Background: an optimization exercise with open tools, aiming at small area, a short achievable clock period and few clock cycles. Do not read the settings as production practice. No functional check of the RTL was part of any run shown here. No activity file was given, so power comes from the tool's default toggle rates.

===== design.v =====
module control_unit (
    input wire clk,
    input wire reset,
    input wire [7:0] data_in,
    output reg rd,
    output reg wr,
    output reg dsel,
    output reg asel,
    output reg sub,
    output reg [1:0] mop,
    output reg [3:0] mopd
);
    wire [3:0] op = data_in[7:4];
    wire ld = !dsel && (op[3:2] == 2'b00) && (op[1:0] != 2'b00) ||
              !dsel && (op == 4'h4);
    wire st = !dsel && (op == 4'h5);
    always @(posedge clk or posedge reset) begin
        if (reset) begin
            rd   <= 1'b0;
            wr   <= 1'b0;
            dsel <= 1'b0;
            asel <= 1'b0;
        end else begin
            rd   <= ld;
            wr   <= st;
            dsel <= ld || st;
            asel <= !dsel && (op != 4'h0) && (op[3:1] <= 3'b010);
        end
    end
    always @(posedge clk) begin
        sub  <= (op == 4'h2);
        mop  <= data_in[5:4];
        mopd <= data_in[3:0];
    end
endmodule
module datapath (
    input wire clk,
    input wire reset,
    input wire [7:0] data_in,
    input wire rd,
    input wire wr,
    input wire dsel,
    input wire sub,
    input wire [1:0] mop,
    output reg [7:0] pc,
    output reg [7:0] acc
);
    reg        carry;
    wire [7:0] d   = data_in;
    wire [3:0] op  = data_in[7:4];
    wire [3:0] opd = data_in[3:0];
    wire       fetch = !dsel;
    wire       zero = (acc == 8'h00);
    reg        cond;
    always @(*) begin
        case (op[1:0])
            2'b00: cond = 1'b0;      
            2'b01: cond = 1'b1;      
            2'b10: cond = zero;      
            default: cond = carry;   
        endcase
    end
    wire       tk   = fetch && (op[3:2] == 2'b10) && cond;    
    wire [7:0] pc_s = dsel ? pc : pc + 8'h01;                  
    wire [7:0] pc_n = tk ? {4'h0, opd} : pc_s;
    always @(posedge clk or posedge reset) begin
        if (reset)
            pc <= 8'h00;
        else
            pc <= pc_n;
    end
    wire is_ld  = rd && (mop == 2'b00);
    wire is_and = rd && (mop == 2'b11);
    wire [7:0] ax = (acc & {8{!is_ld}}) ^ {8{sub}};
    wire [7:0] g0 = ax & d;
    wire [7:0] p0 = ax | d;
    wire [7:0] g1, p1, g2, p2, g3;
    genvar i;
    generate
        for (i = 0; i < 8; i = i + 1) begin : pf
            if (i >= 1) begin : l1
                assign g1[i] = g0[i] | (p0[i] & g0[i-1]);
                assign p1[i] = p0[i] & p0[i-1];
            end else begin : l1z
                assign g1[i] = g0[i];
                assign p1[i] = p0[i];
            end
            if (i >= 2) begin : l2
                assign g2[i] = g1[i] | (p1[i] & g1[i-2]);
                assign p2[i] = p1[i] & p1[i-2];
            end else begin : l2z
                assign g2[i] = g1[i];
                assign p2[i] = p1[i];
            end
            if (i >= 4) begin : l3
                assign g3[i] = g2[i] | (p2[i] & g2[i-4]);
            end else begin : l3z
                assign g3[i] = g2[i];
            end
        end
    endgenerate
    wire [7:0] c = {g3[6:0], 1'b0};              
    wire [7:0] h = ax ^ d ^ {8{sub}};            
    wire is_ar = rd && !is_and;                  
    wire is_nl = fetch && (op[3:1] == 3'b011);
    wire is_sr = fetch && (op == 4'h8);
    wire [7:0] nl = op[0] ? {acc[6:0], 1'b0} : ~acc;
    wire [7:0] sr = {1'b0, acc[7:1]};
    wire       c_nl = op[0] ? acc[7] : 1'b1;
    wire [7:0] y   = is_nl ? nl : (is_sr ? sr : (is_and ? g0 : acc));
    wire       y_c = is_nl ? c_nl : (!is_sr && !rd && carry);
    wire [7:0] r1 = is_ar ? ~h : y;
    wire [7:0] r0 = is_ar ?  h : y;
    wire [7:0] acc_n = (c & r1) | (~c & r0);
    wire       c_n   = is_ar ? g3[7] : y_c;
    always @(posedge clk or posedge reset) begin
        if (reset) begin
            acc   <= 8'h00;
            carry <= 1'b0;
        end else begin
            acc   <= acc_n;
            carry <= c_n;
        end
    end
endmodule
module cpu_8bit (
    input wire clk,
    input wire reset,
    input wire [7:0] data_in,
    output wire [7:0] data_out,
    output wire [7:0] address,
    output wire mem_write
);
    wire       rd;         
    wire       wr;         
    wire       dsel;       
    wire       asel;       
    wire       sub;        
    wire [1:0] mop;        
    wire [3:0] mopd;       
    wire [7:0] pc;
    wire [7:0] acc;
    control_unit ctrl (
        .clk(clk),
        .reset(reset),
        .data_in(data_in),
        .rd(rd),
        .wr(wr),
        .dsel(dsel),
        .asel(asel),
        .sub(sub),
        .mop(mop),
        .mopd(mopd)
    );
    datapath dp (
        .clk(clk),
        .reset(reset),
        .data_in(data_in),
        .rd(rd),
        .wr(wr),
        .dsel(dsel),
        .sub(sub),
        .mop(mop),
        .pc(pc),
        .acc(acc)
    );
    assign address   = asel ? {4'h0, mopd} : pc;
    assign data_out  = acc;
    assign mem_write = wr;
endmodule

===== flow/run.sh =====
#!/bin/bash
# Standard layout, except:
#  - synthesis maps with flow/abc.script and without full/half-adder cells,
#  - the ports get plain buffers,
#  - resizing may change a cell's footprint.
F=$(pwd)/flow
export FLOW_ABC_SCRIPT=$F/abc.script
export BUFFER_PORTS_ARGS="-buffer_cell sky130_fd_sc_hd__buf_2"
bash standard.sh SYNTH_SCRIPT=$F/synth_abc.tcl ADDER_MAP_FILE= MATCH_CELL_FOOTPRINT=0 finish > standard.log 2>&1

===== flow/abc.script =====
strash
dch
map -a -B 0.9
topo
stime -c
buffer -c
upsize -c
dnsize -c

===== flow/synth_abc.tcl =====
# synth_recipe.tcl with one change: abc runs the script in flow/abc.script
# instead of ORFS's abc_area.script. Everything else is the same.
proc synth {args} { yosys synth -nofsm -noshare {*}$args }
proc abc {args} {
  set i [lsearch -exact $args -script]
  if { $i >= 0 } { lset args [expr {$i + 1}] $::env(FLOW_ABC_SCRIPT) }
  yosys abc {*}$args
}
source $::env(SCRIPTS_DIR)/synth.tcl
# left out here: clear keep_hierarchy, flatten, clean up, hide names made inside functions, write 1_2_yosys.v

===== standard.sh =====
#!/bin/bash
# synth_recipe.tcl (not shown) runs the flow's synth.tcl, then flattens the netlist and writes it again
# the make line also repeats each setting of config.mk as NAME=value (left out here)
make -C /OpenROAD-flow-scripts/flow DESIGN_CONFIG=/design/flow/config.mk WORK_HOME=/design/flow/orfs CLKGATE_MAP_FILE= SYNTH_SCRIPT=/design/flow/synth_recipe.tcl "${@:-finish}"

===== config.mk =====
export PLATFORM = sky130hd
export DESIGN_NAME = cpu_8bit
export DESIGN_NICKNAME = cpu_8bit
export VERILOG_FILES = /design/flow/design.v
export SDC_FILE = /design/flow/constraint.sdc
export NUM_CORES = 4
export LEC_CHECK = 0
export ABC_AREA = 1
export CAP_MARGIN = 20
export CORE_MARGIN = 2
export CORE_UTILIZATION = 40
export SETUP_SLACK_MARGIN = 2.0
export SLEW_MARGIN = 20

===== constraint.sdc =====
create_clock -name core_clock -period 4.0 [get_ports {clk}]
set_input_delay 0.8000 -clock core_clock [delete_from_list [all_inputs] [get_ports {clk}]]
set_output_delay 0.8000 -clock core_clock [all_outputs]
set_load 0.01 [all_outputs]

==> results of run 1 <==
[state kept, by name (all words and copies together), names as in the netlist, named ones only]
| register | cells |
|---|---|
| ctrl.rd | 1 |
| ctrl.asel | 1 |
| dp.carry | 1 |
| ctrl.wr | 1 |
| dp.pc | 8 |
| ctrl.dsel | 1 |
| dp.acc | 7 |
| ctrl.mopd | 4 |
| ctrl.sub | 1 |
| ctrl.mop | 2 |
[worst register-to-register path, delay by kind of cell (launching register included)]
| family | cells | cell delay (ns) |
|---|---|---|
| AND/OR/NAND/NOR | 7 | 0.81 |
| AO/OA/AOI/OAI | 3 | 0.42 |
| flip-flops | 1 | 0.37 |
| buffers and inverters | 3 | 0.23 |
| XOR/XNOR | 1 | 0.19 |
[area by class of cell]
class | instances | area, um^2
clock buffer | 3 | 41.29
clock inverter | 1 | 30.03
fill | 454 | 2156
inverter | 46 | 180.2
multi-input combinational | 200 | 1276
sequential | 28 | 669.4
tap | 54 | 67.56
timing repair buffer | 44 | 271.5
[path summary, 6_finish.rpt]
| path | start | endpoint | slack [ns] | cells past startpoint |
|---|---|---|---|---|
| worst max register to register | ctrl.rd$_DFF_PP0_ | dp.acc[7]$_DFF_PP0_ | 1.90 | 14 |
| worst min register to register | dp.pc[4]$_DFFE_PP0P_ | dp.pc[4]$_DFFE_PP0P_ | 0.53 | 2 |
| min in group asynchronous | reset | dp.acc[7]$_DFF_PP0_ | 0.66 | 2 |
| max in group asynchronous | reset | ctrl.asel$_DFF_PP0_ | 2.76 | 2 |
| worst max-delay path | ctrl.rd$_DFF_PP0_ | dp.acc[7]$_DFF_PP0_ | 1.90 | 14 |
| worst min-delay path | dp.pc[4]$_DFFE_PP0P_ | dp.pc[4]$_DFFE_PP0P_ | 0.53 | 2 |
[per-stage QoR]
stage | hold slack, ns | util (%) | worst slack, ns | power (mW)
finish | 0.5344 | 54.05 | 1.902 | 1.536
global route | 0.5801 | 54.05 | 1.721 | 1.662
CTS | 0.5370 | 49.07 | 1.945 | 1.401
detailed placement | 0.5146 | 45.04 | 1.453 | 1.121
global placement | 0.5058 | 45.04 | 1.469 | 1.116
floorplan | 0.4642 | - | 2.049 | 0.9387
[routing by layer]
layer  track usage (%)  vias to the layer above  share of wire, %
met5                 0                        -                 0
met2             31.65                       46                48
li1                  -                      986                 -
met1             27.91                      937                46
met4             4.646                        0              0.92
met3             1.509                        4               4.2
[Yosys cell counts, types with 2 or more instances]
cell       n
nand2_1   46
inv_1     38
nor2_1    36
a21oi_1   29
o21ai_0   28
dfrtp_1   21
xor2_1    19
nor3_1     9
dfxtp_1    7
inv_2      6
clkbuf_1   5
nand3_1    4
o221ai_1   4
nand2_2    3
nor2_2     3
clkinv_1   2
nand4_1    2
nor4_1     2
o211ai_1   2
[kinds of logic (layout without fill, tap and decap cells)]
group | after synthesis | in the layout | synth area share (%)
flip-flops | 28 | 28 | 34.46
XOR/XNOR | 20 | 20 | 9.067
AO/OA/AOI/OAI | 73 | 73 | 22.60
buffers and inverters | 52 | 94 | 10.17
AND/OR/NAND/NOR | 107 | 107 | 23.71
[power groups by stage]
stage               clock network [mW]  logic [mW]  registers (mW)
global route                     0.243       0.948           0.470
floorplan                            0       0.488           0.450
finish                           0.233       0.845           0.458
global placement                     0       0.659           0.456
CTS                              0.235       0.717           0.449
detailed placement                   0       0.665           0.456
[what timing repair did]
action	4_1_cts	5_1_grt
setup endpoints to repair	11	18
setup buffers	9	8
resized for setup	18	45
pin swaps	6	14
==> results.txt, run 1 <==
- Status: no timing/DRC/antenna violations
- Post-DP Area: 2113 um^2
- Final #Nets: about 330
- Worst-path clk slew: roughly 0.11 ns
- Post-synthesis instance total: 280
- Post-synthesis register bit count: 28
- CP endpoint kind: register
- Commonest non-fill, non-tap cell in the layout: nand2_1
- Routed vias/inst: about 5.2
- Gr usage total: between 10% and 20%
- Hold_buf cts: 0
- Sequential power share: 29.8%
- Critical Path RT: roughly 4.2 ns
- Initial antenna violation count: 0
- Initial core utilization: approximately 41%
- # IOs: 27
- Dominant cells by area after synthesis: dfrtp_1 27%, nand2_1 8.9%, xor2_1 8.6%
- Sum Neg Setup Slack: 0 ns
- Root Buffer: clkbuf_8
- CP max stage cell: dfrtp_1
- RSZ-0062 raised after global routing: yes
- Final std cells w/o fill: around 380
- Worst Max-Slew Pin Slew: 0.8375 ns
- H-tree level count: 1
- Seq/Total Area, Yosys: roughly a third
- Relative slew slack: between 40 and 50%
- Cell Rows: 25
- Clk sinks: 28
- Syn-to-layout area delta: 31.28%
- Pint: ~0.86 mW
- TritonCTS clock tree: done
- Initial DRC count: 159
- Sw Share: between 40 and 50%
- Top cell type's share of synthesized area: between 20% and 30%
- Syn Area/Cell: a little under 7 um^2
- Worst setup SP type: register
- NetSw: 0.6807 mW
- Max incr delay on CP: between 0.3 and 0.4 ns
- Routability cong.: 0.8496
- Crit path time final: 2.098 ns
- Fin. Hold Viols: 0
- Die Y: 73.50 um
- CTS max path bufs: 2
- Max cap viols: 0
- Fraction of power consumed by the clock network: about 15%
- Final Max Slew Viols: 0
- Crit path buf inv count: 3
- Post-synth ARST share: roughly three quarters
- Yosys top cell by area: dfrtp_1
- Drt total wl: roughly 5200 um
- Clk latency of the worst-skew pair: roughly 0.29 ns
- Pwr/cell area: about 600 nW/um^2
- CP max FO: 5
- Vias: around 2,000
- VDD IR max: between 200 and 300 uV
- Design area: approximately 2500 um^2
- Routed WL per cell: about 14 um
- Min-delay worst type: register to register
- Post-synth cell types: 33
- DR pass1 iterations: 4
- Number of synthesized flops with an enable pin: 0
- Most common cell on crit path: inv_2
- Die extent in x: 73.50 um
- Number of global-route vias before repair: approximately 1,700
- Max Freq: about 0.48 GHz
- Cts bufs inserted: 3
- Dominant synthesized flop cell: dfrtp_1
- Yosys warns: 2
- Number of port buffers: 26
- # setup viols final: 0
- Layout cell share with drive strength beyond 1: between 30% and 40%
- Core area: about 4700 um^2
- Post-detailed-route count of antenna-violating nets: 0
- WP data arrival: around 2.3 ns
- Overflow after GRT: 0
- Largest net degree at the start of global routing: 23
- Tcrit/Tclk final: a little over half
- DRC Markers: 0
- Syn nets: a little under 300
- Critical path's top delay family: simple AND/OR/NAND/NOR gates
- Gate power share: ~55%
- Max Clock Skew: 0.01247 ns
- Total die area: ~5400 um^2
- Leading cell types in the layout, fill and taps excluded: 39 x nand2_1, 30 x inv_1, 27 x a21oi_1, 27 x o21ai_0, 26 x nor2_1
- Leakage power: ~1.2 nW
- Syn Std Cell Area: roughly 1900 um^2
- Crit-path cells: inv_2 > nor3_4 > inv_4 > nand2_4 > xor2_4 > nand2_2 > a21oi_2 > inv_2 > nor2_2 > nor3_2 > o21ai_2 > nor3_1 > a21oi_1 > nand2_1
- ANT cells: 0
- Placed insts: roughly 360
- First-pass GRT wire length: 8121 um
- Hpwl dp: around 3700 um
- CP Class: register to register
==> inputs of run 2 (changes only) <==
--- a/design.v
+++ b/design.v
@@ -71,35 +71,23 @@
     end
-    wire is_ld  = rd && (mop == 2'b00);
-    wire is_and = rd && (mop == 2'b11);
-    wire [7:0] ax = (acc & {8{!is_ld}}) ^ {8{sub}};
+    wire [7:0] ax = acc ^ {8{sub}};
     wire [7:0] g0 = ax & d;
     wire [7:0] p0 = ax | d;
-    wire [7:0] g1, p1, g2, p2, g3;
-    genvar i;
-    generate
-        for (i = 0; i < 8; i = i + 1) begin : pf
-            if (i >= 1) begin : l1
-                assign g1[i] = g0[i] | (p0[i] & g0[i-1]);
-                assign p1[i] = p0[i] & p0[i-1];
-            end else begin : l1z
-                assign g1[i] = g0[i];
-                assign p1[i] = p0[i];
-            end
-            if (i >= 2) begin : l2
-                assign g2[i] = g1[i] | (p1[i] & g1[i-2]);
-                assign p2[i] = p1[i] & p1[i-2];
-            end else begin : l2z
-                assign g2[i] = g1[i];
-                assign p2[i] = p1[i];
-            end
-            if (i >= 4) begin : l3
-                assign g3[i] = g2[i] | (p2[i] & g2[i-4]);
-            end else begin : l3z
-                assign g3[i] = g2[i];
-            end
-        end
-    endgenerate
-    wire [7:0] c = {g3[6:0], 1'b0};              
-    wire [7:0] h = ax ^ d ^ {8{sub}};            
-    wire is_ar = rd && !is_and;                  
+    wire G10 = g0[1] | (p0[1] & g0[0]);
+    wire G32 = g0[3] | (p0[3] & g0[2]), P32 = p0[3] & p0[2];
+    wire G54 = g0[5] | (p0[5] & g0[4]), P54 = p0[5] & p0[4];
+    wire G76 = g0[7] | (p0[7] & g0[6]), P76 = p0[7] & p0[6];
+    wire G20 = g0[2] | (p0[2] & G10);
+    wire G30 = G32 | (P32 & G10);
+    wire G64 = g0[6] | (p0[6] & G54), P64 = p0[6] & P54;
+    wire G74 = G76 | (P76 & G54),     P74 = P76 & P54;
+    wire G40 = g0[4] | (p0[4] & G30);
+    wire G50 = G54 | (P54 & G30);
+    wire G60 = G64 | (P64 & G30);
+    wire G70 = G74 | (P74 & G30);
+    wire [7:0] c = {G60, G50, G40, G30, G20, G10, g0[0], 1'b0};    
+    wire [7:0] h = acc ^ d;                      
+    wire is_ar = rd && (mop[1] ^ mop[0]);        
+    wire is_and = rd && (mop == 2'b11);
+    wire is_ld  = rd && (mop == 2'b00);
+    wire [7:0] k = {8{is_ld}} | ({8{is_and}} & acc);
     wire is_nl = fetch && (op[3:1] == 3'b011);
@@ -109,3 +97,3 @@
     wire       c_nl = op[0] ? acc[7] : 1'b1;
-    wire [7:0] y   = is_nl ? nl : (is_sr ? sr : (is_and ? g0 : acc));
+    wire [7:0] y   = is_nl ? nl : (is_sr ? sr : ((d & k) | (acc & {8{!rd}})));
     wire       y_c = is_nl ? c_nl : (!is_sr && !rd && carry);
@@ -114,3 +102,3 @@
     wire [7:0] acc_n = (c & r1) | (~c & r0);
-    wire       c_n   = is_ar ? g3[7] : y_c;
+    wire       c_n   = is_ar ? G70 : y_c;
     always @(posedge clk or posedge reset) begin
==> flow/abc.script (replaced) <==
strash
dch
map -a
topo
stime -c
buffer -c
upsize -c
dnsize -c
==> results.txt, run 2 <==
- Status: no timing/DRC/antenna violations (unchanged)
- Leakage power: 1.028 nW (was 1.194 nW)
- Pwr Total: 1.195 mW (was 1.536 mW)
- Number of global-route vias before repair: 1,641 (was 1,741)
- Sw Share: 40.78% (was 44.32%)
- Top cell type's share of synthesized area: 26.99% (was 27.20%)
- RR Startpoint: dp.acc[1]$_DFF_PP0_ (was ctrl.rd$_DFF_PP0_)
- Vias: 1,825 (was 1,973)
- Reg2reg end: dp.acc[7]$_DFF_PP0_ (unchanged)
- R2R Setup Slk: 2.10 ns (was 1.90 ns)
- Max Clock Skew: 0.005779 ns (was 0.01247 ns)
- CP Class: register to output port (was register to register)
- Total die area: 5441 um^2 (was 5402 um^2)
- FF-to-FF path depth: 13 (was 14)
- Design area: 2215 um^2 (was 2536 um^2)
- CTS max path bufs: 2 (unchanged)
- Number of port buffers: 26 (unchanged)
- Yosys top cell by area: dfrtp_1 (unchanged)
- Cts bufs inserted: 3 (unchanged)
- ANT cells: 0 (unchanged)
- WP data arrival: 1.17 ns (was 2.29 ns)
- Final #Nets: 297 (was 333)
- First-pass GRT wire length: 7859 um (was 8121 um)
- Area occupied by multi-input gates: 1067 um^2 (was 1276 um^2)
- Worst setup SP type: register (unchanged)
- Tcrit/Tclk final: 49.23% (was 52.46%)
- Fraction of power consumed by the clock network: 18.7% (was 15.2%)
- Max incr delay on CP: 0.46 ns (was 0.37 ns)
- Relative slew slack: 44.49% (was 44.10%)
- CP max stage cell: dfrtp_2 (was dfrtp_1)
- Setup Slack @ Placement: 1.653 ns (was 1.453 ns)
- Final hold slack: 0.4975 ns (was 0.5344 ns)
- DRC Markers: 0 (unchanged)
- Worst-path clk slew: 0.10 ns (was 0.11 ns)
- Initial DRC count: 163 (was 159)
- Layout cell share with drive strength beyond 1: 21.68% (was 34.78%)
- Cell Rows: 25 (unchanged)
- # IOs: 27 (unchanged)
- Commonest non-fill, non-tap cell in the layout: nor2_1 (was nand2_1)
- Sum Neg Setup Slack: 0 ns (unchanged)
- Min-delay worst type: register to register (unchanged)
- DR pass1 iterations: 4 (unchanged)
- Gate power share: 43.9% (was 55.0%)
- Regs by FF count: dp.acc (8), dp.pc (8), ctrl.mopd (4) (was dp.pc (8), dp.acc (7), ctrl.mopd (4))
- Max Freq: 0.5078 GHz (was 0.4765 GHz)
- Seq. cell area: 671.9 um^2 (was 669.4 um^2)
- Pint: 0.7076 mW (was 0.8551 mW)
- Post-route setup slack: 2.031 ns (was 1.902 ns)
- Dominant cells by area after synthesis: dfrtp_1 27%, nor2_1 8.1%, dfxtp_1 7.2% (was dfrtp_1 27%, nand2_1 8.9%, xor2_1 8.6%)
- Crit-path cells: buf_2 > nand2_1 > o21ai_0 > buf_2 (was inv_2 > nor3_4 > inv_4 > nand2_4 > xor2_4 > nand2_2 > a21oi_2 > inv_2 > nor2_2 > nor3_2 > o21ai_2 > nor3_1 > a21oi_1 > nand2_1)
- Seq/Total Area, Yosys: 34.19% (was 34.46%)
- Most common cell in the synthesized netlist: nor2_1 (was nand2_1)
- Critical Path RT: 3.20 ns (was 4.19 ns)
- Syn Area/Cell: 7.347 um^2 (was 6.899 um^2)
- Root Buffer: clkbuf_8 (unchanged)
- Worst Hold Depth: 1 (was 2)
- Routed vias/inst: 5.170 (was 5.247)
- Number of synthesized flops with an enable pin: 0 (unchanged)
- Clk sinks: 28 (unchanged)
- Gr usage total: 18.62% (was 19.41%)
- CP endpoint kind: output port (was register)
- Post-detailed-route count of antenna-violating nets: 0 (unchanged)
- Top post-synthesis cells by count: 42 x nor2_1, 34 x inv_1, 30 x nand2_1, 24 x a21oi_1, 23 x o21ai_0 (was 46 x nand2_1, 38 x inv_1, 36 x nor2_1, 29 x a21oi_1, 28 x o21ai_0)
- Syn nets: 275 (was 290)
- Initial antenna violation count: 0 (unchanged)
- Syn-to-layout area delta: 13.75% (was 31.28%)
- Overflow after GRT: 0 (unchanged)
- Yosys warns: 2 (unchanged)
- Crit path time final: 1.969 ns (was 2.098 ns)
- Worst Max-Slew Pin Slew: 0.8317 ns (was 0.8375 ns)
- Initial core utilization: 41.22% (was 41.17%)
- Leading cell types in the layout, fill and taps excluded: 41 x nor2_1, 30 x inv_1, 29 x nand2_1 (was 39 x nand2_1, 30 x inv_1, 27 x a21oi_1, 27 x o21ai_0, 26 x nor2_1)
- Fin. Hold Viols: 0 (unchanged)
- Die extent in x: 73.77 um (was 73.50 um)
- H-tree level count: 1 (unchanged)
- Post-synth cell types: 40 (was 33)
- VDD IR max: 204.4 uV (was 273.8 uV)
- TritonCTS clock tree: done (unchanged)
- # setup viols final: 0 (unchanged)
- Routability cong.: 0.8872 (was 0.8496)
- Drt total wl: 4728 um (was 5243 um)
- Post-DP Area: 2061 um^2 (was 2113 um^2)
- NetSw: 0.4873 mW (was 0.6807 mW)
- Clk latency of the worst-skew pair: 0.27 ns (was 0.29 ns)
- Post-synth ARST share: 75.00% (unchanged)
- Post-synthesis instance total: 265 (was 280)
- Max cap viols: 0 (unchanged)
- Post-synthesis register bit count: 28 (unchanged)
- Hold_sp: dp.pc[6]$_DFFE_PP0P_ (was dp.pc[4]$_DFFE_PP0P_)
- Die Y: 73.77 um (was 73.50 um)
- RSZ-0062 raised after global routing: yes (unchanged)
- Syn Std Cell Area: 1947 um^2 (was 1932 um^2)
- Final Max Slew Viols: 0 (unchanged)
- Sequential power share: 37.4% (was 29.8%)
- CP max FO: 7 (was 5)
- Core area: 4723 um^2 (was 4692 um^2)
- Setup crit start: ctrl.asel$_DFF_PP0_ (was ctrl.rd$_DFF_PP0_)
- Dominant synthesized flop cell: dfrtp_1 (unchanged)
- Most common cell on crit path: buf_2 (was inv_2)
- Pwr/cell area: 539.5 nW/um^2 (was 605.6 nW/um^2)
- Largest net degree at the start of global routing: 22 (was 23)
- Routed WL per cell: 13.39 um (was 13.94 um)
- End of the worst hold path: dp.pc[6]$_DFFE_PP0P_ (was dp.pc[4]$_DFFE_PP0P_)
- Hpwl dp: 3443 um (was 3654 um)
- Fillers: 472 (was 454)
-- run 2: power groups by stage --
stage | Combinational (mW) | Sequential (mW) | Clock, mW
final | 0.524 | 0.447 | 0.224
after global routing | 0.595 | 0.462 | 0.243
after CTS | 0.506 | 0.446 | 0.231
after detailed placement | 0.502 | 0.453 | 0
after global placement | 0.497 | 0.453 | 0
after floorplan | 0.441 | 0.408 | 0
-- run 2: kinds of logic (layout without fill, tap and decap cells) --
kind of cell              after synthesis  count (layout)  share of synthesized area [%]
AOI/OAI and AO/OA                      80              80                          26.41
xor gates and xnor gates               15              15                          7.134
buffers and inverters                  51              72                          12.47
and+or+nand+nor                        91              91                          19.79
DFF                                    28              28                          34.19
-- run 2: critical path, delay by kind of cell (launching register included) --
kind	cells	cell delay, ns
AOI/OAI and AO/OA	1	0.06
buffers and inverters	2	0.32
DFF	1	0.46
and+or+nand+nor	1	0.06
-- run 2: layout make-up --
type	count	area share, %
Inverter	36	6.215
Clock buffer	3	1.864
Multi-Input combinational cell	186	48.19
Tap cell	67	3.785
Sequential cell	28	30.34
Timing Repair Buffer	32	8.249
Clock inverter	1	1.356
-- run 2: worst max-delay path by stage --
stage	end	slack [ns]
after floorplan	dp.acc[7]$_DFF_PP0_	1.95
after global placement	dp.acc[7]$_DFF_PP0_	1.65
after detailed placement	dp.acc[7]$_DFF_PP0_	1.65
after CTS	dp.acc[7]$_DFF_PP0_	1.96
after global routing	dp.acc[7]$_DFF_PP0_	1.92
final	address[0]	2.03
-- run 2: through the flow --
step	cells	util (%)
CTS	349	45.51
finish	353	46.89
global route	353	46.89
floorplan	265	-
detailed placement	343	43.63
global placement	343	43.63
-- run 2: repair_timing --
action / CTS / global route
resized for setup: 2 / 16
setup endpoints to repair: 5 / 12
buffers inserted: 2 / 4
pin swaps: 1 / 8
hold buffers: 0 / 0
cloned: 0 / 0
-- run 2: layer usage --
layer | vias to the layer above | wire length [um] | GRT usage (%) | share of wire [%]
met2 | 50 | 2138 | 28.77 | 45
met4 | 0 | 34 | 3.838 | 0.72
met5 | - | 0 | 0 | 0
li1 | 932 | - | - | -
met3 | 4 | 223 | 2.195 | 4.7
met1 | 839 | 2331 | 27.89 | 49
==> inputs of run 3 (changes only) <==
==> flow/abc.script (replaced) <==
strash
dch
map -a -B 0.9
topo
stime -c
buffer -c
upsize -c
dnsize -c
==> results.txt, run 3 <==
- Status: no timing/DRC/antenna violations (unchanged)
- Gr usage total: 18.48% (was 18.62%)
- Syn-to-layout area delta: 13.28% (was 13.75%)
- Post-DP Area: 2130 um^2 (was 2061 um^2)
- CTS max path bufs: 2 (unchanged)
- Die Y: 74.83 um (was 73.77 um)
- Cts bufs inserted: 3 (unchanged)
- Initial DRC count: 111 (was 163)
- Syn nets: 282 (was 275)
- H-tree level count: 1 (unchanged)
- Yosys top cell by area: dfrtp_1 (unchanged)
- Critical Path RT: 4.16 ns (was 3.20 ns)
- Pwr Total: 1.225 mW (was 1.195 mW)
- Seq/Total Area, Yosys: 33.17% (was 34.19%)
- Top cell type's share of synthesized area: 26.18% (was 26.99%)
- Fin. Hold Viols: 0 (unchanged)
- Routed WL per cell: 13.59 um (was 13.39 um)
- Syn Std Cell Area: 2007 um^2 (was 1947 um^2)
- Syn Area/Cell: 7.378 um^2 (was 7.347 um^2)
- Sum Neg Setup Slack: 0 ns (unchanged)
- Root Buffer: clkbuf_8 (unchanged)
- RSZ-0062 raised after global routing: yes (unchanged)
- Core area: 4786 um^2 (was 4723 um^2)
- Post-synthesis instance total: 272 (was 265)
- Number of synthesized flops with an enable pin: 0 (unchanged)
- Tcrit/Tclk final: 48.16% (was 49.23%)
- # IOs: 27 (unchanged)
- Routed vias/inst: 5.233 (was 5.170)
- Leading cell types in the layout, fill and taps excluded: 37 x nor2_1, 35 x inv_1, 28 x nand2_1 (was 41 x nor2_1, 30 x inv_1, 29 x nand2_1)
- Drt total wl: 4905 um (was 4728 um)
- Initial antenna violation count: 0 (unchanged)
- Post-synthesis register bit count: 28 (unchanged)
- Total die area: 5600 um^2 (was 5441 um^2)
- Clk sinks: 28 (unchanged)
- Worst-path clk slew: 0.09 ns (was 0.10 ns)
- Relative slew slack: 44.36% (was 44.49%)
- Number of global-route vias before repair: 1,692 (was 1,641)
- WL met1: 2299 um (was 2331 um)
- Top post-synthesis cells by count: 37 x nor2_1, 36 x inv_1, 29 x nand2_1, 25 x a21oi_1, 23 x o21ai_0 (was 42 x nor2_1, 34 x inv_1, 30 x nand2_1, 24 x a21oi_1, 23 x o21ai_0)
- CP Class: input pin to register (was register to output port)
- VDD IR max: 261.6 uV (was 204.4 uV)
- Commonest non-fill, non-tap cell in the layout: nor2_1 (unchanged)
- Worst setup SP type: input pin (was register)
- First-pass GRT wire length: 8004 um (was 7859 um)
- Max Clock Skew: 0.003445 ns (was 0.005779 ns)
- Clk latency of the worst-skew pair: 0.27 ns (about the same)
- WP data arrival: 2.09 ns (was 1.17 ns)
- Max Used Layer: met4 (unchanged)
- Routability cong.: 0.9186 (was 0.8872)
- Overflow after GRT: 0 (unchanged)
- Max Freq: 0.5191 GHz (was 0.5078 GHz)
- CP max FO: 8 (was 7)
- Post-layout util: 47.50% (was 46.89%)
- Dominant cells by area after synthesis: dfrtp_1 26%, dfxtp_1 7.0%, nor2_1 6.9% (was dfrtp_1 27%, nor2_1 8.1%, dfxtp_1 7.2%)
- Most common cell in the synthesized netlist: nor2_1 (unchanged)
- Final std cells w/o fill: 361 (was 353)
- Hold_buf cts: 0 (unchanged)
- Yosys warns: 2 (unchanged)
- Dominant synthesized flop cell: dfrtp_1 (unchanged)
- Number of port buffers: 26 (unchanged)
- Cell Rows: 25 (unchanged)
- Design area: 2273 um^2 (was 2215 um^2)
- Worst Max-Slew Pin Slew: 0.8337 ns (was 0.8317 ns)
- TritonCTS clock tree: done (unchanged)
- Final hold slack: 0.5358 ns (was 0.4975 ns)
- Setup Slack @ Placement: 1.691 ns (was 1.653 ns)
- Met3 WL post-DR: 231 um (was 223 um)
- Post-synth ARST share: 75.00% (unchanged)
- Met2 wire length: 2336 um (was 2138 um)
- Crit path time final: 1.926 ns (was 1.969 ns)
- Post-route setup slack: 2.074 ns (was 2.031 ns)
- Vias: 1,889 (was 1,825)
- DR pass1 iterations: 4 (unchanged)
- Final Max Slew Viols: 0 (unchanged)
- Pwr/cell area: 538.7 nW/um^2 (was 539.5 nW/um^2)
- Min-delay worst type: register to register (unchanged)
- Regs by FF count: dp.acc (8), dp.pc (8), ctrl.mopd (4) (unchanged)
- ANT cells: 0 (unchanged)
- Post-synth cell types: 46 (was 40)
- DRC Markers: 0 (unchanged)
- Placed insts: 352 (was 343)
- CP endpoint kind: register (was output port)
- Max cap viols: 0 (unchanged)
- Hpwl dp: 3655 um (was 3443 um)
- Final #Nets: 305 (was 297)
- Layout cell share with drive strength beyond 1: 23.47% (was 21.68%)
- Initial core utilization: 41.93% (was 41.22%)
- # setup viols final: 0 (unchanged)
- Leakage power: 1.053 nW (was 1.028 nW)
- Post-detailed-route count of antenna-violating nets: 0 (unchanged)
- Die extent in x: 74.83 um (was 73.77 um)
- Largest net degree at the start of global routing: 22 (unchanged)
run 3: cell types whose count changed after synthesis, sizes merged, moves of 3 or more:
cell / before / now
buf: 6 / 10
clkbuf: 9 / 3
inv: 36 / 42
nor3: 5 / 8
run 3: routing by layer:
metal | GRT usage [%] | up-vias
li1 | - | 955
met2 | 29.63 | 50
met4 | 4.365 | 0
met3 | 3.079 | 4
met5 | 0 | -
met1 | 26.13 | 880
run 3: critical path, cell delays in order:
cell,delay [ns]
clkbuf_4,0.17
inv_2,0.07
nor3_4,0.23
nand2_4,0.12
clkinv_2,0.12
nor2_2,0.06
a22o_1,0.20
nand2_1,0.07
o21ai_1,0.08
nor2_1,0.11
a31oi_1,0.04
run 3: what timing repair did:
action | in CTS | in global routing
setup buffers | 0 | 5
setup endpoints to repair | 6 | 15
gates resized for setup | 3 | 14
pin swaps | 0 | 4
endpoints found under the hold margin | 0 | 0
run 3: path summary, 6_finish.rpt:
check,start,endpoint,slack (ns),cells past startpoint
min in group asynchronous,reset,dp.acc[4]$_DFF_PP0_,0.68,2
worst min-delay path,dp.pc[1]$_DFFE_PP0P_,dp.pc[1]$_DFFE_PP0P_,0.54,2
worst max-delay path,data_in[7],dp.acc[7]$_DFF_PP0_,2.07,11
max in group asynchronous,reset,dp.acc[2]$_DFF_PP0_,2.76,2
worst max register to register,ctrl.rd$_DFF_PP0_,dp.acc[7]$_DFF_PP0_,2.18,9
worst min register to register,dp.pc[1]$_DFFE_PP0P_,dp.pc[1]$_DFFE_PP0P_,0.54,2
run 3: layout make-up:
type	count	area [um^2]
clock buffers	3	41.29
clock inverters	1	30.03
fillers	493	2512
inverters	43	167.7
multi-input cells	188	1099
flip-flops and latches	28	674.4
well taps	67	83.83
repair buffers	31	177.7
run 3: logic make-up after synthesis:
logic type,count (synthesis),synth area share (%)
AO/OA/AOI/OAI,81,24.88
XOR/XNOR,14,7.419
buffers and inverters,56,12.78
flip-flops,28,33.17
AND/OR/NAND/NOR,93,21.76
run 3: power by group:
part / switching (mW) / leakage (nW) / total [mW] / internal, mW
registers: 0.0993 / 0.316 / 0.455 / 0.356
clock network: 0.0880 / 0.0357 / 0.222 / 0.134
logic: 0.323 / 0.702 / 0.548 / 0.225
total: 0.510 / 1.05 / 1.22 / 0.715
==> inputs of run 4 (changes only) <==
==> design.v (replaced) <==
module control_unit (
    input wire clk,
    input wire reset,
    input wire [7:0] data_in,
    output reg rd,
    output reg wr,
    output reg [1:0] mop
);
    wire [3:0] op    = data_in[7:4];
    wire       fetch = !rd && !wr;
    always @(posedge clk or posedge reset) begin
        if (reset) begin
            rd <= 1'b0;
            wr <= 1'b0;
        end else begin
            rd <= fetch && (op[3:2] == 2'b00) && (op[1:0] != 2'b00) ||
                  fetch && (op == 4'h4);
            wr <= fetch && (op == 4'h5);
        end
    end
    always @(posedge clk)
        mop <= data_in[5:4];
endmodule
module datapath (
    input wire clk,
    input wire reset,
    input wire [7:0] data_in,
    input wire rd,
    input wire wr,
    input wire [1:0] mop,
    output reg [7:0] acc,
    output reg [7:0] addr
);
    reg  [7:0] pc;         
    reg        carry;
    wire       dsel = rd || wr;
    wire       sub  = (mop == 2'b10);
    wire [7:0] d   = data_in;
    wire [3:0] op  = data_in[7:4];
    wire [3:0] opd = data_in[3:0];
    wire       fetch = !dsel;
    wire       zero = (acc == 8'h00);
    reg        cond;
    always @(*) begin
        case (op[1:0])
            2'b00: cond = 1'b0;      
            2'b01: cond = 1'b1;      
            2'b10: cond = zero;      
            default: cond = carry;   
        endcase
    end
    wire       tk   = fetch && (op[3:2] == 2'b10) && cond;    
    wire [7:0] pc_s = dsel ? pc : pc + 8'h01;                  
    wire [7:0] pc_n = tk ? {4'h0, opd} : pc_s;
    wire       mem  = fetch && (op != 4'h0) && (op[3:1] <= 3'b010);
    wire [7:0] ad_n = mem ? {4'h0, opd} : pc_n;
    always @(posedge clk or posedge reset) begin
        if (reset) begin
            pc   <= 8'h00;
            addr <= 8'h00;
        end else begin
            pc   <= pc_n;
            addr <= ad_n;
        end
    end
    wire [7:0] ax = acc ^ {8{sub}};
    wire [7:0] g0 = ax & d;
    wire [7:0] p0 = ax | d;
    wire [7:0] g1, p1, g2, p2, g3;
    genvar i;
    generate
        for (i = 0; i < 8; i = i + 1) begin : pf
            if (i >= 1) begin : l1
                assign g1[i] = g0[i] | (p0[i] & g0[i-1]);
                assign p1[i] = p0[i] & p0[i-1];
            end else begin : l1z
                assign g1[i] = g0[i];
                assign p1[i] = p0[i];
            end
            if (i >= 2) begin : l2
                assign g2[i] = g1[i] | (p1[i] & g1[i-2]);
                assign p2[i] = p1[i] & p1[i-2];
            end else begin : l2z
                assign g2[i] = g1[i];
                assign p2[i] = p1[i];
            end
            if (i >= 4) begin : l3
                assign g3[i] = g2[i] | (p2[i] & g2[i-4]);
            end else begin : l3z
                assign g3[i] = g2[i];
            end
        end
    endgenerate
    wire [7:0] c = {g3[6:0], 1'b0};              
    wire [7:0] h = acc ^ d;                      
    wire is_ar = rd && (mop[1] ^ mop[0]);        
    wire is_and = rd && (mop == 2'b11);
    wire is_ld  = rd && (mop == 2'b00);
    wire [7:0] k = {8{is_ld}} | ({8{is_and}} & acc);
    wire is_nl = fetch && (op[3:1] == 3'b011);
    wire is_sr = fetch && (op == 4'h8);
    wire [7:0] nl = op[0] ? {acc[6:0], 1'b0} : ~acc;
    wire [7:0] sr = {1'b0, acc[7:1]};
    wire       c_nl = op[0] ? acc[7] : 1'b1;
    wire [7:0] y   = is_nl ? nl : (is_sr ? sr : ((d & k) | (acc & {8{!rd}})));
    wire       y_c = is_nl ? c_nl : (!is_sr && !rd && carry);
    wire [7:0] r1 = is_ar ? ~h : y;
    wire [7:0] r0 = is_ar ?  h : y;
    wire [7:0] acc_n = (c & r1) | (~c & r0);
    wire       c_n   = is_ar ? g3[7] : y_c;
    always @(posedge clk or posedge reset) begin
        if (reset) begin
            acc   <= 8'h00;
            carry <= 1'b0;
        end else begin
            acc   <= acc_n;
            carry <= c_n;
        end
    end
endmodule
module cpu_8bit (
    input wire clk,
    input wire reset,
    input wire [7:0] data_in,
    output wire [7:0] data_out,
    output wire [7:0] address,
    output wire mem_write
);
    wire       rd;         
    wire       wr;         
    wire [1:0] mop;        
    wire [7:0] acc;
    control_unit ctrl (
        .clk(clk),
        .reset(reset),
        .data_in(data_in),
        .rd(rd),
        .wr(wr),
        .mop(mop)
    );
    datapath dp (
        .clk(clk),
        .reset(reset),
        .data_in(data_in),
        .rd(rd),
        .wr(wr),
        .mop(mop),
        .acc(acc),
        .addr(address)
    );
    assign data_out  = acc;
    assign mem_write = wr;
endmodule
==> flow/abc.script (replaced) <==
strash
dch
map -a
topo
stime -c
buffer -c
upsize -c
dnsize -c
==> results.txt, run 4 <==
- Status: no timing/DRC/antenna violations (unchanged)
- CP Class: input pin to register (unchanged)
- Commonest non-fill, non-tap cell in the layout: nor2_1 (unchanged)
- Worst-path clk slew: 0.07 ns (was 0.09 ns)
- Reg2reg end: dp.acc[5]$_DFF_PP0_ (was dp.acc[7]$_DFF_PP0_)
- Number of port buffers: 26 (unchanged)
- Initial antenna violation count: 0 (unchanged)
- Setup crit start: data_in[4] (was data_in[7])
- Routed WL per cell: 14.94 um (was 13.59 um)
- Yosys top cell by area: dfrtp_1 (unchanged)
- VDD IR max: 205.3 uV (was 261.6 uV)
- Final hold slack: 0.5694 ns (was 0.5358 ns)
- Tcrit/Tclk final: 49.32% (was 48.16%)
- Seq/Total Area, Yosys: 36.78% (was 33.17%)
- Most common cell on crit path: buf_6
- Seq. cell area: 719.4 um^2 (was 674.4 um^2)
- Final #Nets: 314 (was 305)
- DR pass1 iterations: 4 (unchanged)
- Final Max Slew Viols: 0 (unchanged)
- Yosys warns: 2 (unchanged)
- H-tree level count: 2 (was 1)
- Overflow after GRT: 0 (unchanged)
- Dominant synthesized flop cell: dfrtp_1 (unchanged)
- Gr usage total: 20.18% (was 18.48%)
- First-pass GRT wire length: 8259 um (was 8004 um)
- CTS max path bufs: 2 (unchanged)
- Sequential power share: 33.1% (was 37.2%)
- Regs by FF count: dp.acc (8), dp.addr (8), dp.pc (8) (was dp.acc (8), dp.pc (8), ctrl.mopd (4))
- Leakage power: 1.196 nW (was 1.053 nW)
- DRC Markers: 0 (unchanged)
- # IOs: 27 (unchanged)
- Post-synth ARST share: 93.10% (was 75.00%)
- Crit-path cells: buf_6 > inv_4 > nand4_1 > o41ai_2 > nand2_1 > buf_6 > buf_4 > nand3_1 > o21ai_1 > nor2_1 > a21oi_1 (was clkbuf_4 > inv_2 > nor3_4 > nand2_4 > clkinv_2 > nor2_2 > a22o_1 > nand2_1 > o21ai_1 > nor2_1 > a31oi_1)
- Gate power share: 43.1% (was 44.7%)
- Core area: 4692 um^2 (was 4786 um^2)
- Hold_buf cts: 0 (unchanged)
- RSZ-0062 raised after global routing: yes (unchanged)
- WP data arrival: 2.13 ns (was 2.09 ns)
- Crit path buf inv count: 4 (was 3)
- Syn-to-layout area delta: 28.55% (was 13.28%)
- CP endpoint kind: register (unchanged)
- Area occupied by multi-input gates: 1089 um^2 (was 1099 um^2)
- Leading cell types in the layout, fill and taps excluded: 32 x nor2_1, 27 x inv_1, 27 x nand2_1 (was 37 x nor2_1, 35 x inv_1, 28 x nand2_1)
- Number of global-route vias before repair: 1,744 (was 1,692)
- Pwr/cell area: 612.4 nW/um^2 (was 538.7 nW/um^2)
- Max Freq: 0.5069 GHz (was 0.5191 GHz)
- FF-to-FF path depth: 11 (was 9)
- Syn Area/Cell: 7.512 um^2 (was 7.378 um^2)
- Max incr delay on CP: 0.34 ns (was 0.23 ns)
- ANT cells: 0 (unchanged)
- R2R Setup Slk: 2.07 ns (was 2.18 ns)
- Pint: 0.9222 mW (was 0.7148 mW)
- Die extent in x: 73.74 um (was 74.83 um)
- Fraction of power consumed by the clock network: 23.9% (was 18.1%)
- Relative slew slack: 60.96% (was 44.36%)
- NetSw: 0.6095 mW (was 0.5099 mW)
- Post-synthesis register bit count: 29 (was 28)
- Syn nets: 269 (was 282)
- Fin. Hold Viols: 0 (unchanged)
- Hpwl dp: 3656 um (was 3655 um)
- Initial DRC count: 169 (was 111)
- Routed vias/inst: 5.465 (was 5.233)
- Post-detailed-route count of antenna-violating nets: 0 (unchanged)
- Post-synth cell types: 43 (was 46)
- Max cap viols: 0 (unchanged)
- TritonCTS clock tree: done (unchanged)
- Worst Max-Slew Pin Slew: 0.5848 ns (was 0.8337 ns)
- Dominant cells by area after synthesis: dfrtp_1 35%, inv_1 6.6%, nor2_1 6.4% (was dfrtp_1 26%, dfxtp_1 7.0%, nor2_1 6.9%)
- Cts bufs inserted: 5 (was 3)
- Crit path time final: 1.973 ns (was 1.926 ns)
- Die Y: 73.74 um (was 74.83 um)
- Syn Std Cell Area: 1946 um^2 (was 2007 um^2)
- Sum Neg Setup Slack: 0 ns (unchanged)
- Layout cell share with drive strength beyond 1: 32.13% (was 23.47%)
- Min-delay worst type: input pin to async pin (was register to register)
- Total die area: 5438 um^2 (was 5600 um^2)
- CP max stage cell: o41ai_2 (was nor3_4)
- Root Buffer: clkbuf_8 (unchanged)
- Max Clock Skew: 0.008676 ns (was 0.003445 ns)
- Initial core utilization: 41.47% (was 41.93%)
- CP max FO: 23 (was 8)
- Fillers: 451 (was 493)
- Largest net degree at the start of global routing: 28 (was 22)
- Clk latency of the worst-skew pair: 0.29 ns (was 0.27 ns)
- RR Startpoint: ctrl.mop[1]$_DFF_P_ (was ctrl.rd$_DFF_PP0_)
- Critical path's top delay family: buffers and inverters (was simple AND/OR/NAND/NOR gates)
- Most common cell in the synthesized netlist: inv_1 (was nor2_1)
- # setup viols final: 0 (unchanged)
- Top cell type's share of synthesized area: 34.73% (was 26.18%)
- Sw Share: 39.79% (was 41.63%)
- Number of synthesized flops with an enable pin: 0 (unchanged)
- Post-synthesis instance total: 259 (was 272)
- Routability cong.: 0.9069 (was 0.9186)
- Cell Rows: 25 (unchanged)
- Drt total wl: 5363 um (was 4905 um)
- Critical Path RT: 4.16 ns (about the same)
- Vias: 1,962 (was 1,889)
- Worst setup SP type: input pin (unchanged)
- Top post-synthesis cells by count: 34 x inv_1, 33 x nor2_1, 30 x nand2_1, 27 x dfrtp_1, 21 x a21oi_1 (was 37 x nor2_1, 36 x inv_1, 29 x nand2_1, 25 x a21oi_1, 23 x o21ai_0)
- Clk sinks: 29 (was 28)
## run 4: power by group through the flow
stage	registers [mW]	clock network (mW)	logic, mW
after floorplan	0.496	0	0.439
after global placement	0.506	0	0.601
after detailed placement	0.506	0	0.598
after CTS	0.500	0.369	0.611
after global routing	0.524	0.383	0.734
final	0.506	0.366	0.659
## run 4: cell families after synthesis
logic type	after synthesis	share of synthesized area (%)
simple gates	94	22.70
mux	1	0.5787
xor+xnor	15	6.753
buf+inv	49	9.903
flops	29	36.78
fa+ha+maj	1	0.5787
compound gates	70	22.70
## run 4: routing by layer
layer / vias up / wire [um] / GRT usage (%)
met2: 83 / 2579 / 31.94
li1: 965 / - / -
met4: 0 / 91 / 8.485
met5: - / 0 / 0
met3: 7 / 353 / 6.036
met1: 907 / 2339 / 25.47
## run 4: stage by stage
stage	total power, mW	cells	instance area [um^2]	utilization (%)	setup WS (ns)
finish	1.532	359	2501	53.31	2.027
global route	1.641	359	2501	53.31	1.980
CTS	1.480	343	2293	48.88	2.001
detailed placement	1.104	332	2121	45.20	1.406
global placement	1.108	332	2121	45.20	1.398
floorplan	0.9349	259	1953	-	1.982
## run 4: how the worst max path moves through the flow
stage                      endpoint  slack [ns]  depth (start not counted)
2_1_floorplan  dp.addr[3]$_DFF_PP0_        1.98                          7
3_3_place_gp   dp.addr[3]$_DFF_PP0_        1.40                          8
3_5_place_dp   dp.addr[3]$_DFF_PP0_        1.41                          8
4_1_cts          dp.carry$_DFF_PP0_        2.00                          8
5_1_grt         dp.acc[5]$_DFF_PP0_        1.98                         11
6_report       dp.addr[2]$_DFF_PP0_        2.03                         11
## run 4: final cells by class
type | instances | share of cell area (%)
flip-flops and latches | 29 | 28.76
multi-input cells | 181 | 43.52
clock inverters | 3 | 2.601
clock buffers | 5 | 2.751
well taps | 54 | 2.701
inverters | 40 | 6.603
repair buffers | 47 | 13.06
## run 4: worst register-to-register path: cells and delay by family (launching register included)
family	cells	cell delay [ns]
DFF	1	0.35
AOI/OAI and AO/OA	2	0.18
and+or+nand+nor	3	0.38
adders and majority gates	1	0.27
xor gates and xnor gates	2	0.38
buffers and inverters	3	0.25
## run 4: repair_timing
action,in CTS,in global routing
endpoints found under the setup margin,21,14
buffers inserted,3,16
gates resized for setup,8,31
endpoints found under the hold margin,0,0
pin swaps,1,14
==> inputs of run 5 (changes only) <==
==> flow/abc.script (replaced) <==
strash
dch
map -a -B 0.9
topo
stime -c
buffer -c
upsize -c
dnsize -c
==> results.txt, run 5 <==
- Post-synth ARST share: 93.10% (unchanged)
- Final Max Slew Viols: 0 (unchanged)
- Drt total wl: 5371 um (was 5363 um)
- WP data arrival: 2.13 ns (about the same)
- # setup viols final: 0 (unchanged)
- Routability cong.: 0.9310 (was 0.9069)
- Routed WL per cell: 14.44 um (was 14.94 um)
- Worst Max-Slew Pin Slew: 0.6919 ns (was 0.5848 ns)
- Sum Neg Setup Slack: 0 ns (unchanged)
- Critical Path RT: 4.17 ns (was 4.16 ns)
- Die Y: 74.08 um (was 73.74 um)
- Clk latency of the worst-skew pair: 0.29 ns (about the same)
- Post-synthesis register bit count: 29 (unchanged)
- Post-synthesis instance total: 263 (was 259)
- Min-delay worst type: register to register (was input pin to async pin)
- Clk sinks: 29 (unchanged)
- Relative slew slack: 53.83% (was 60.96%)
- Hpwl dp: 3703 um (was 3656 um)
- CP max FO: 9 (was 23)
- Root Buffer: clkbuf_8 (unchanged)
- Number of port buffers: 26 (unchanged)
- Sw Share: 43.13% (was 39.79%)
- CP Class: input pin to register (unchanged)
- First-pass GRT wire length: 8142 um (was 8259 um)
- Dominant cells by area after synthesis: dfrtp_1 34%, nand2_1 6.9%, inv_1 6.3% (was dfrtp_1 35%, inv_1 6.6%, nor2_1 6.4%)
- Regs by FF count: dp.acc (8), dp.addr (8), dp.pc (8) (unchanged)
- Seq/Total Area, Yosys: 36.43% (was 36.78%)
- Number of global-route vias before repair: 1,695 (was 1,744)
- VDD IR max: 240.3 uV (was 205.3 uV)
- Placed insts: 349 (was 332)
- Largest net degree at the start of global routing: 19 (was 28)
- Commonest non-fill, non-tap cell in the layout: nand2_1 (was nor2_1)
- Status: no timing/DRC/antenna violations (unchanged)
- DRC Markers: 0 (unchanged)
- Max Freq: 0.5097 GHz (was 0.5069 GHz)
- RSZ-0062 raised after global routing: yes (unchanged)
- # IOs: 27 (unchanged)
- Number of synthesized flops with an enable pin: 0 (unchanged)
- Layout cell share with drive strength beyond 1: 34.43% (was 32.13%)
- TritonCTS clock tree: done (unchanged)
- Gate power share: 47.9% (was 43.1%)
- Pwr/cell area: 598.2 nW/um^2 (was 612.4 nW/um^2)
- Pint: 0.8542 mW (was 0.9222 mW)
- Total die area: 5488 um^2 (was 5438 um^2)
- Syn-to-layout area delta: 27.83% (was 28.55%)
- Sequential power share: 33.7% (was 33.1%)
- H-tree level count: 2 (unchanged)
- Initial core utilization: 41.59% (was 41.47%)
- NetSw: 0.6479 mW (was 0.6095 mW)
- Tcrit/Tclk final: 49.05% (was 49.32%)
- Final hold slack: 0.5785 ns (was 0.5694 ns)
- Final #Nets: 314 (unchanged)
- Syn nets: 273 (was 269)
- Overflow after GRT: 0 (unchanged)
- Post-detailed-route count of antenna-violating nets: 0 (unchanged)
- CTS max path bufs: 2 (unchanged)
- DR pass1 iterations: 4 (unchanged)
- Top cell type's share of synthesized area: 34.39% (was 34.73%)
- Fin. Hold Viols: 0 (unchanged)
- ANT cells: 0 (unchanged)
- Fraction of power consumed by the clock network: 18.4% (was 23.9%)
- Initial antenna violation count: 0 (unchanged)
- Max cap viols: 0 (unchanged)
- Pwr Total: 1.502 mW (was 1.532 mW)
- Leakage power: 1.181 nW (was 1.196 nW)
- Yosys warns: 2 (unchanged)
- Hold_buf cts: 0 (unchanged)
- Worst setup SP type: input pin (unchanged)
- Most common cell in the synthesized netlist: nand2_1 (was inv_1)
- Post-layout util: 53.17% (was 53.31%)
- Cell Rows: 25 (unchanged)
- Cts bufs inserted: 5 (unchanged)
- Core area: 4723 um^2 (was 4692 um^2)
- Routed vias/inst: 5.312 (was 5.465)
- Gr usage total: 19.49% (was 20.18%)
- Crit path time final: 1.962 ns (was 1.973 ns)
- Syn Std Cell Area: 1964 um^2 (was 1946 um^2)
- Vias: 1,976 (was 1,962)
- Worst-path clk slew: 0.07 ns (about the same)
- Final std cells w/o fill: 372 (was 359)
- Leading cell types in the layout, fill and taps excluded: 32 x nand2_1, 29 x inv_1, 25 x nor2_1, 25 x dfrtp_1, 25 x buf_2 (was 32 x nor2_1, 27 x inv_1, 27 x nand2_1)
- Post-synth cell types: 42 (was 43)
- CP endpoint kind: register (unchanged)
- Max Clock Skew: 0.005830 ns (was 0.008676 ns)
- Die extent in x: 74.08 um (was 73.74 um)
- Initial DRC count: 146 (was 169)
- Syn Area/Cell: 7.469 um^2 (was 7.512 um^2)
- Yosys top cell by area: dfrtp_1 (unchanged)
- Dominant synthesized flop cell: dfrtp_1 (unchanged)
- Top post-synthesis cells by count: 36 x nand2_1, 33 x inv_1, 31 x nor2_1, 27 x dfrtp_1, 20 x o21ai_0 (was 34 x inv_1, 33 x nor2_1, 30 x nand2_1, 27 x dfrtp_1, 21 x a21oi_1)
## run 5: final timing paths
kind | startpoint | to | slack, ns | depth (start not counted)
min reg2reg | dp.pc[4]$_DFF_PP0_ | dp.pc[4]$_DFF_PP0_ | 0.58 | 3
min in group asynchronous | reset | dp.acc[7]$_DFF_PP0_ | 0.61 | 2
min | dp.pc[4]$_DFF_PP0_ | dp.pc[4]$_DFF_PP0_ | 0.58 | 3
max reg2reg | ctrl.mop[1]$_DFF_P_ | dp.carry$_DFF_PP0_ | 2.06 | 13
max | data_in[5] | dp.carry$_DFF_PP0_ | 2.04 | 8
max in group asynchronous | reset | ctrl.rd$_DFF_PP0_ | 2.86 | 3
## run 5: per-stage QoR
stage	setup WS (ns)	area [um^2]
after floorplan	1.998	1973
after global placement	1.448	2150
after detailed placement	1.514	2165
after CTS	1.936	2301
final	2.038	2511
after global routing	1.942	2511
## run 5: layout make-up
type	instances	area [um^2]
Fill cell	433	2212
Multi-Input combinational cell	184	1174
Sequential cell	29	720.7
Timing Repair Buffer	42	264.0
Inverter	42	167.7
Clock buffer	7	96.34
Tap cell	67	83.83
Clock inverter	1	5.005
## run 5: worst max-delay path: stages
cell	delay (ns)
buf_2	0.22
inv_1	0.13
nor2_2	0.24
nand2_2	0.19
inv_4	0.16
nor2_4	0.07
a31oi_1	0.23
a21oi_2	0.09
## run 5: power by group through the flow
stage,clock (mW),sequential (mW),combinational (mW)
global placement,0,0.503,0.628
global route,0.292,0.522,0.797
finish,0.276,0.507,0.719
CTS,0.278,0.497,0.634
floorplan,0,0.498,0.463
detailed placement,0,0.502,0.623
## run 5: routing by layer
layer	GRT usage, %	vias to the layer above	wire length [um]
met1	26.73	918	2384
met4	8.687	0	102
met2	29.46	83	2520
li1	-	966	-
met5	0	-	0
met3	4.336	9	363
## run 5: repair_timing
item                       CTS  global route
resized for setup            5            34
pin swaps                    2            13
setup buffers                2            13
setup endpoints to repair   12            18
## run 5: kinds of logic after synthesis
kind of cell | count (synthesis) | synth area share, %
compound gates | 71 | 23.38
xor+xnor | 15 | 7.452
buf+inv | 50 | 9.745
simple gates | 98 | 22.99
flops | 29 | 36.43
==> inputs of run 6 (changes only) <==
==> flow/abc.script (replaced) <==
strash
dch
map -B 0.9
topo
stime -c
buffer -c
upsize -c
dnsize -c
==> results.txt, run 6 <==
- Clk latency of the worst-skew pair: 0.29 ns (about the same)
- WP data arrival: 2.08 ns (was 2.13 ns)
- Total die area: 6483 um^2 (was 5488 um^2)
- Commonest non-fill, non-tap cell in the layout: nand2_1 (unchanged)
- Seq/Total Area, Yosys: 30.56% (was 36.43%)
- Leading cell types in the layout, fill and taps excluded: 128 x nand2_1, 37 x inv_1, 34 x nand3_1 (was 32 x nand2_1, 29 x inv_1, 25 x nor2_1, 25 x dfrtp_1, 25 x buf_2)
- Initial core utilization: 42.02% (was 41.59%)
- XOR/XNOR share of the synthesized area: 4.113% (was 7.452%)
- Pwr/cell area: 587.3 nW/um^2 (was 598.2 nW/um^2)
- Regs by FF count: dp.acc (8), dp.addr (8), dp.pc (8) (unchanged)
- Routability cong.: 0.9777 (was 0.9310)
- Top post-synthesis cells by count: 128 x nand2_1, 37 x inv_1, 34 x nand3_1, 27 x dfrtp_1, 25 x nor2_1 (was 36 x nand2_1, 33 x inv_1, 31 x nor2_1, 27 x dfrtp_1, 20 x o21ai_0)
- Worst Max-Slew Pin Slew: 0.4736 ns (was 0.6919 ns)
- Design area: 2651 um^2 (was 2511 um^2)
- DR pass1 iterations: 5 (was 4)
- Post-synthesis mux area share: 0.4274% (was 0%)
- Post-synthesis instance total: 361 (was 263)
- Root Buffer: clkbuf_8 (unchanged)
- Fin. Hold Viols: 0 (unchanged)
- TritonCTS clock tree: done (unchanged)
- Hold_buf cts: 0 (unchanged)
- Main combinational cell family by area after synthesis: simple AND/OR/NAND/NOR gates (was compound AO/OA/AOI/OAI gates)
- Post-synth cell types: 38 (was 42)
- Max incr delay on CP: 0.22 ns (was 0.24 ns)
- Sw Share: 44.89% (was 43.13%)
- Dominant synthesized flop cell: dfrtp_1 (unchanged)
- Final std cells w/o fill: 461 (was 372)
- Post-route setup slack: 2.101 ns (was 2.038 ns)
- Clk sinks: 29 (unchanged)
- Relative slew slack: 68.43% (was 53.83%)
- H-tree level count: 2 (unchanged)
- Most common cell in the synthesized netlist: nand2_1 (unchanged)
- Top cell type's share of synthesized area: 28.85% (was 34.39%)
- Fillers: 588 (was 433)
- Min-delay worst type: input pin to async pin (was register to register)
- Worst setup SP type: input pin (unchanged)
- Critical Path RT: 4.18 ns (was 4.17 ns)
- VDD IR max: 281.7 uV (was 240.3 uV)
- Tcrit/Tclk final: 47.48% (was 49.05%)
- CP max FO: 21 (was 9)
- Worst-path clk slew: 0.08 ns (was 0.07 ns)
- Status: no timing/DRC/antenna violations (unchanged)
- Final #Nets: 398 (was 314)
- Crit-path cells: buf_2 > nor2_1 > nand4_1 > o21ai_1 > nand2_2 > buf_4 > nand3_1 > nor2_1 (was buf_2 > inv_1 > nor2_2 > nand2_2 > inv_4 > nor2_4 > a31oi_1 > a21oi_2)
- Post-detailed-route count of antenna-violating nets: 0 (unchanged)
- Initial antenna violation count: 0 (unchanged)
- Final Max Slew Viols: 0 (unchanged)
- Post-synthesis register bit count: 29 (unchanged)
- First-pass GRT wire length: 11,100 um (was 8142 um)
- Synth Area in Compound Gates: 11.11% (was 23.38%)
- Post-layout util: 47.56% (was 53.17%)
- Adder-cell share of the synthesized area: 0% (unchanged)
- Post-DP Area: 2494 um^2 (was 2165 um^2)
- Syn Area/Cell: 6.488 um^2 (was 7.469 um^2)
- Crit path buf inv count: 2 (was 3)
- Overflow after GRT: 0 (unchanged)
- CP max stage cell: buf_2 (was nor2_2)
- NetSw: 0.6991 mW (was 0.6479 mW)
- Syn-to-layout area delta: 13.19% (was 27.83%)
- Max Freq: 0.5266 GHz (was 0.5097 GHz)
- DRC Markers: 0 (unchanged)
- Simple-Gate Fraction of Synth Area: 42.25% (was 22.99%)
- Initial DRC count: 222 (was 146)
- Yosys top cell by area: dfrtp_1 (unchanged)
- Number of global-route vias before repair: 2,194 (was 1,695)
- Hpwl dp: 4945 um (was 3703 um)
- CTS max path bufs: 2 (unchanged)
- Largest net degree at the start of global routing: 22 (was 19)
- Leakage power: 1.457 nW (was 1.181 nW)
- # setup viols final: 0 (unchanged)
- ANT cells: 0 (unchanged)
- Crit path time final: 1.899 ns (was 1.962 ns)
- Syn nets: 371 (was 273)
- Pwr Total: 1.557 mW (was 1.502 mW)
- Dominant cells by area after synthesis: dfrtp_1 29%, nand2_1 21%, nand3_1 7.3% (was dfrtp_1 34%, nand2_1 6.9%, inv_1 6.3%)
- Fraction of power consumed by the clock network: 21.1% (was 18.4%)
- Core area: 5574 um^2 (was 4723 um^2)
- RSZ-0062 raised after global routing: no (was yes)
- Routed vias/inst: 5.189 (was 5.312)
- Yosys warns: 2 (unchanged)
- Layout cell share with drive strength beyond 1: 18.77% (was 34.43%)
- Drt total wl: 6457 um (was 5371 um)
- Vias: 2,392 (was 1,976)
- Number of synthesized flops with an enable pin: 0 (unchanged)
- Die Y: 80.52 um (was 74.08 um)
- Cell Rows: 27 (was 25)
- Cts bufs inserted: 5 (unchanged)
- Sequential power share: 32.7% (was 33.7%)
- Most common cell on crit path: nor2_1
- Final hold slack: 0.4896 ns (was 0.5785 ns)
- # IOs: 27 (unchanged)
- Setup Slack @ Placement: 1.781 ns (was 1.514 ns)
- Max cap viols: 0 (unchanged)
- Syn Std Cell Area: 2342 um^2 (was 1964 um^2)
- Die extent in x: 80.52 um (was 74.08 um)
- Gr usage total: 22.34% (was 19.49%)
- Pint: 0.8581 mW (was 0.8542 mW)
- Gate power share: 46.2% (was 47.9%)
- Post-synth ARST share: 93.10% (unchanged)
- Number of port buffers: 26 (unchanged)
- Critical path's top delay family: simple AND/OR/NAND/NOR gates (was buffers and inverters)
- Max Clock Skew: 0.01294 ns (was 0.005830 ns)
- Routed WL per cell: 14.01 um (was 14.44 um)
- Sum Neg Setup Slack: 0 ns (unchanged)
- CP Class: input pin to register (unchanged)
- Placed insts: 449 (was 349)
- CP endpoint kind: register (unchanged)
==> run 6: power groups by stage <==
stage	logic [mW]	clock network [mW]	registers, mW
after global routing	0.833	0.348	0.525
after CTS	0.710	0.334	0.508
after global placement	0.706	0	0.514
after floorplan	0.546	0	0.493
after detailed placement	0.708	0	0.513
final	0.720	0.328	0.510
==> run 6: path summary, 6_finish.rpt <==
path | from | end | slack [ns] | cells past startpoint
worst max-delay path | data_in[4] | dp.addr[6]$_DFF_PP0_ | 2.10 | 8
worst min-delay path | reset | dp.acc[4]$_DFF_PP0_ | 0.49 | 2
worst max register to register | ctrl.mop[1]$_DFF_P_ | dp.acc[4]$_DFF_PP0_ | 2.24 | 7
worst min register to register | dp.pc[7]$_DFF_PP0_ | dp.pc[7]$_DFF_PP0_ | 0.62 | 4
max in group asynchronous | reset | dp.acc[1]$_DFF_PP0_ | 3.02 | 3
min in group core_clock | dp.pc[7]$_DFF_PP0_ | dp.pc[7]$_DFF_PP0_ | 0.62 | 4
==> run 6: kinds of logic after synthesis <==
kind of cell	Yosys count
DFF	29
xor gates and xnor gates	11
and+or+nand+nor	214
buffers and inverters	60
AOI/OAI and AO/OA	46
muxes	1
==> run 6: cell type report <==
class	instances	area, um^2	area share (%)
Clock buffer	6	82.58	3.115
Sequential cell	29	715.7	26.99
Multi-Input combinational cell	272	1360	51.30
Clock inverter	2	37.54	1.416
Tap cell	72	90.09	3.398
Inverter	49	190.2	7.173
Timing Repair Buffer	31	175.2	6.607
==> run 6: repair_timing <==
item,CTS,global route
setup endpoints to repair,0,6
gates resized for setup,0,2
buffers inserted,0,4
==> run 6: per-layer routing <==
metal | wire [um] | vias to the layer above | GRT usage [%] | part of all wire [%]
met2 | 2815 | 80 | 34.17 | 44
met4 | 74 | 0 | 5.763 | 1.1
met1 | 3136 | 1105 | 32.38 | 49
li1 | - | 1199 | - | -
met5 | 0 | - | 0 | 0
met3 | 431 | 8 | 3.933 | 6.7

static timing again, ports no longer ideal:
How much do the figures lean on ideal ports? The routed layouts below were timed once more, with nothing changed but the port constraints. Step 1 (the two cells are an assumption about what drives the block):
set clk [get_ports {clk}]
set_driving_cell -lib_cell sky130_fd_sc_hd__clkbuf_16 $clk
set_driving_cell -lib_cell sky130_fd_sc_hd__buf_2 [delete_from_list [all_inputs] $clk]
Step 2 times the ports against the registers' clock, not the clock port: input delays grow and output delays shrink by t, the midpoint of the rising clock arrivals with the driver on. Slacks: ideal / step 1 / step 2; pairs: ideal / step 1.
run | t, ns | slack for setup (ns) | worst data-port slew with drivers (ns) | cell pins on the clock port's net
run 1 | 0.306 | 1.902 / 1.902 / 1.809 | 0.03 | 1
run 2 | 0.299 | 2.031 / 2.004 / 1.707 | 0.05 | 1
run 3 | 0.296 | 2.074 / 2.073 / 1.777 | 0.03 | 1
run 4 | 0.312 | 2.027 / 2.022 / 1.709 | 0.05 | 1
run 5 | 0.313 | 2.038 / 2.046 / 1.733 | 0.03 | 1
run 6 | 0.307 | 2.101 / 2.109 / 1.801 | 0.03 | 1
After both steps every run listed still meets setup and hold. For run 2, which loses most, drivers alone change the setup slack by -0.027 ns; drivers and shift together by -0.324 ns.
